Background: an optimization exercise with open tools, aiming at small area and a short achievable clock period. Do not read the settings as production practice. The RTL was checked by simulation tests, not by an equivalence proof against the original design.

== before ==
## filter
module filter #(parameter DATA_WIDTH = 16) (
    input clk,
    input rst_n,
    input signed [DATA_WIDTH-1:0] FilterIn,
    input ValidIn,
    output signed [32:0] data_out,
    output reg ValidOut);
wire [15:0] xm = ValidIn ? FilterIn : 16'd0;
reg [15:0] d1;
reg [15:0] d2;
reg [15:0] d3;
reg [15:0] d4;
reg [15:0] d5;
reg [15:0] d6;
reg [15:0] d7;
reg [15:0] d8;
reg [15:0] d9;
reg [15:0] d10;
reg [15:0] d11;
reg [15:0] d12;
reg [15:0] d13;
reg [15:0] d14;
reg [16:0] pr4;
reg [16:0] pr5;
reg [16:0] pr6;
reg [16:0] pr7;
reg [16:0] pr3;
reg [16:0] pl2;
reg r2_0_0;
reg r2_0_1;
reg r2_1_0;
reg r2_2_0;
reg r2_3_0;
reg r2_4_0;
reg r2_4_1;
reg r2_5_0;
reg r2_5_1;
reg r2_6_0;
reg r2_6_1;
reg r2_7_0;
reg r2_7_1;
reg r2_8_0;
reg r2_8_1;
reg r2_9_0;
reg r2_10_0;
reg r2_10_1;
reg r2_10_2;
reg r2_11_0;
reg r2_11_1;
reg r2_12_0;
reg r2_12_1;
reg r2_12_2;
reg r2_13_0;
reg r2_13_1;
reg r2_14_0;
reg r2_14_1;
reg r2_14_2;
reg r2_15_0;
reg r2_15_1;
reg r2_15_2;
reg r2_15_3;
reg r2_16_0;
reg r2_16_1;
reg r2_16_2;
reg r2_17_0;
reg r2_17_1;
reg r2_17_2;
reg r2_18_0;
reg r2_18_1;
reg r2_19_0;
reg r2_19_1;
reg r2_19_2;
reg r2_20_0;
reg r2_20_1;
reg r2_21_0;
reg r2_21_1;
reg r2_22_0;
reg r2_22_1;
reg r2_22_2;
reg r2_23_0;
reg r2_23_1;
reg r2_23_2;
reg r2_24_0;
reg r2_24_1;
reg r2_24_2;
reg r2_25_0;
reg r2_26_0;
reg r2_26_1;
reg r2_27_0;
reg r2_27_1;
reg r2_28_0;
reg r2_29_0;
reg r2_29_1;
reg r2_29_2;
reg r2_30_0;
reg r2_30_1;
reg r2_31_0;
reg r1_0_0;
reg r1_0_1;
reg r1_1_0;
reg r1_1_1;
reg r1_2_0;
reg r1_2_1;
reg r1_3_0;
reg r1_3_1;
reg r1_4_0;
reg r1_4_1;
reg r1_5_0;
reg r1_5_1;
reg r1_6_0;
reg r1_6_1;
reg r1_7_0;
reg r1_7_1;
reg r1_8_0;
reg r1_8_1;
reg r1_9_0;
reg r1_9_1;
reg r1_10_0;
reg r1_10_1;
reg r1_11_0;
reg r1_11_1;
reg r1_12_0;
reg r1_12_1;
reg r1_13_0;
reg r1_13_1;
reg r1_14_0;
reg r1_14_1;
reg r1_15_0;
reg r1_15_1;
reg r1_16_0;
reg r1_16_1;
reg r1_17_0;
reg r1_17_1;
reg r1_18_0;
reg r1_18_1;
reg r1_19_0;
reg r1_19_1;
reg r1_20_0;
reg r1_20_1;
reg r1_21_0;
reg r1_21_1;
reg r1_22_0;
reg r1_22_1;
reg r1_23_0;
reg r1_23_1;
reg r1_24_0;
reg r1_24_1;
reg r1_25_0;
  ...
Size in the first run: ~550 flip-flops, roughly 37000 um2 of cells after synthesis.
export LEC_CHECK = 0
export CAP_MARGIN = 20
export CORE_MARGIN = 2
export CORE_UTILIZATION = 65
export SETUP_SLACK_MARGIN = 5
export SLEW_MARGIN = 20
export SYNTH_HIERARCHICAL = 1
export TNS_END_PERCENT = 100
create_clock -name core_clock -period 10.5 [get_ports {clk}]
standard.sh (not shown) runs the stock make flow with config.mk's settings and CLKGATE_MAP_FILE= SYNTH_SCRIPT=/design/flow/synth_recipe.tcl, a recipe that flattens the netlist after the stock synthesis.
==> flow/flow/run.sh <==
#!/bin/bash
# Layout: the standard flow (standard.sh) unchanged, except that timing repair
# aims at a larger setup margin (a shorter period than the 10.5 ns clock) and the
# port buffers are plain buffers instead of delay cells.  make's full output goes
# to make_finish.log here; each ORFS step keeps its own log under orfs/logs/.
set -uo pipefail
bash standard.sh SETUP_SLACK_MARGIN=6.25 'BUFFER_PORTS_ARGS=-buffer_cell sky130_fd_sc_hd__buf_4' finish > make_finish.log 2>&1
status=$?
tail -n 40 make_finish.log
exit $status
before finished every stage and its layout cleared the timing, DRC and antenna checks.
Here is what was changed in the inputs of after compared with before.
- changing CORE_UTILIZATION from 65 to 25
Notes after the runs:
- The area inside the core boundary in after is 2.6 times that in before.
- Area of all sequential standard cells essentially unchanged between after and before.


filter, a different RTL version from the one above (not shown whole).
Size: roughly 53 I/O pins, ~37,000 um^2 of cells after synthesis.
Design filter, start of the top module:
module filter #(parameter DATA_WIDTH = 16) (
    input clk,
    input rst_n,
    input signed [DATA_WIDTH-1:0] FilterIn,
    input ValidIn,
    output signed [32:0] data_out,
    output reg ValidOut);
Settings: LEC_CHECK=0, CAP_MARGIN=20, CORE_MARGIN=2, CORE_UTILIZATION=25, SETUP_SLACK_MARGIN=5, SLEW_MARGIN=20, SYNTH_HIERARCHICAL=1, TNS_END_PERCENT=100; clock period 10.5 ns.
==> flow/flow/run.sh <==
#!/bin/bash
# Layout: the standard flow (standard.sh) unchanged, except that timing repair
# aims at a larger setup margin (a shorter period than the 10.5 ns clock) and the
# port buffers are plain buffers instead of delay cells.  make's full output goes
# to make_finish.log here; each ORFS step keeps its own log under orfs/logs/.
set -uo pipefail
bash standard.sh SETUP_SLACK_MARGIN=6.15 'BUFFER_PORTS_ARGS=-buffer_cell sky130_fd_sc_hd__buf_4' finish > make_finish.log 2>&1
status=$?
tail -n 40 make_finish.log
exit $status
Change:
--- a/flow/flow/run.sh
+++ b/flow/flow/run.sh
@@ -6,3 +6,3 @@
 set -uo pipefail
-bash standard.sh SETUP_SLACK_MARGIN=6.15 'BUFFER_PORTS_ARGS=-buffer_cell sky130_fd_sc_hd__buf_4' finish > make_finish.log 2>&1
+bash standard.sh SETUP_SLACK_MARGIN=6.8 'BUFFER_PORTS_ARGS=-buffer_cell sky130_fd_sc_hd__buf_4' finish > make_finish.log 2>&1
 status=$?
Settings changed: CORE_UTILIZATION 25 to 65.
=> Synthesized cell count stays the same; worst setup slack is worse by 0.13 ns; worst hold slack is better by 0.0056 ns; flip-flop and latch count does not change; via count rose by about 12%; global-route usage rose by 26 points; register-to-register slack is worse by 0.13 ns; routed wire length rose by 14%; synthesized area stays the same; final cell count fell by about 22%.
Change:
--- a/flow/flow/run.sh
+++ b/flow/flow/run.sh
@@ -6,3 +6,3 @@
 set -uo pipefail
-bash standard.sh SETUP_SLACK_MARGIN=6.8 'BUFFER_PORTS_ARGS=-buffer_cell sky130_fd_sc_hd__buf_4' finish > make_finish.log 2>&1
+bash standard.sh SETUP_SLACK_MARGIN=6.25 'BUFFER_PORTS_ARGS=-buffer_cell sky130_fd_sc_hd__buf_4' finish > make_finish.log 2>&1
 status=$?
Settings changed: CORE_UTILIZATION 65 to 25.
After rerunning:
- global-route usage falls by 26 points
- count of clock-buffer cells in the layout rises by 2
- sequential share of layout area rises by 1.1 points
- first-iteration DRC count falls by 23%
- cell area falls by 4.3%
- clock skew falls by 0.024 ns

afterwards: timing with drivers on the ports:
The results above use ideal ports. As a check the final layouts listed here were re-extracted and re-timed, cells and wires unchanged.
Step 1, drivers: a clkbuf_16 drives clk and a buf_2 each remaining input, both assumed.
Step 2, shift: input delay + t, output delay - t, t = (earliest + latest rising clock arrival at the registers) / 2. This alone moves slack from input paths to output paths.
Three values: no drivers, after step 1, after step 2; two values: the first two.
| run | t, ns | setup WS [ns] | worst setup path after step 2 | worst data-port slew with drivers (ns) | pins driven straight from the clock port |
|---|---|---|---|---|---|
| before | 0.698 | 6.261 / 6.129 / 5.431 | input to register | 0.20 | 1 |
| after | 0.704 | 6.260 / 6.121 / 5.418 | input to register | 0.22 | 1 |
| the first run of note 2 | 0.692 | 6.193 / 6.193 / 5.509 | input to register | 0.22 | 1 |
| the second run of note 2 | 0.706 | 6.062 / 6.062 / 5.370 | input to register | 0.24 | 1 |
| the third run of note 2 | 0.694 | 6.306 / 6.199 / 5.505 | input to register | 0.21 | 1 |
After both steps setup and hold are still met in every run listed. The setup slack of after, which loses most, moves by -0.139 ns with the drivers and by -0.842 ns with both steps.
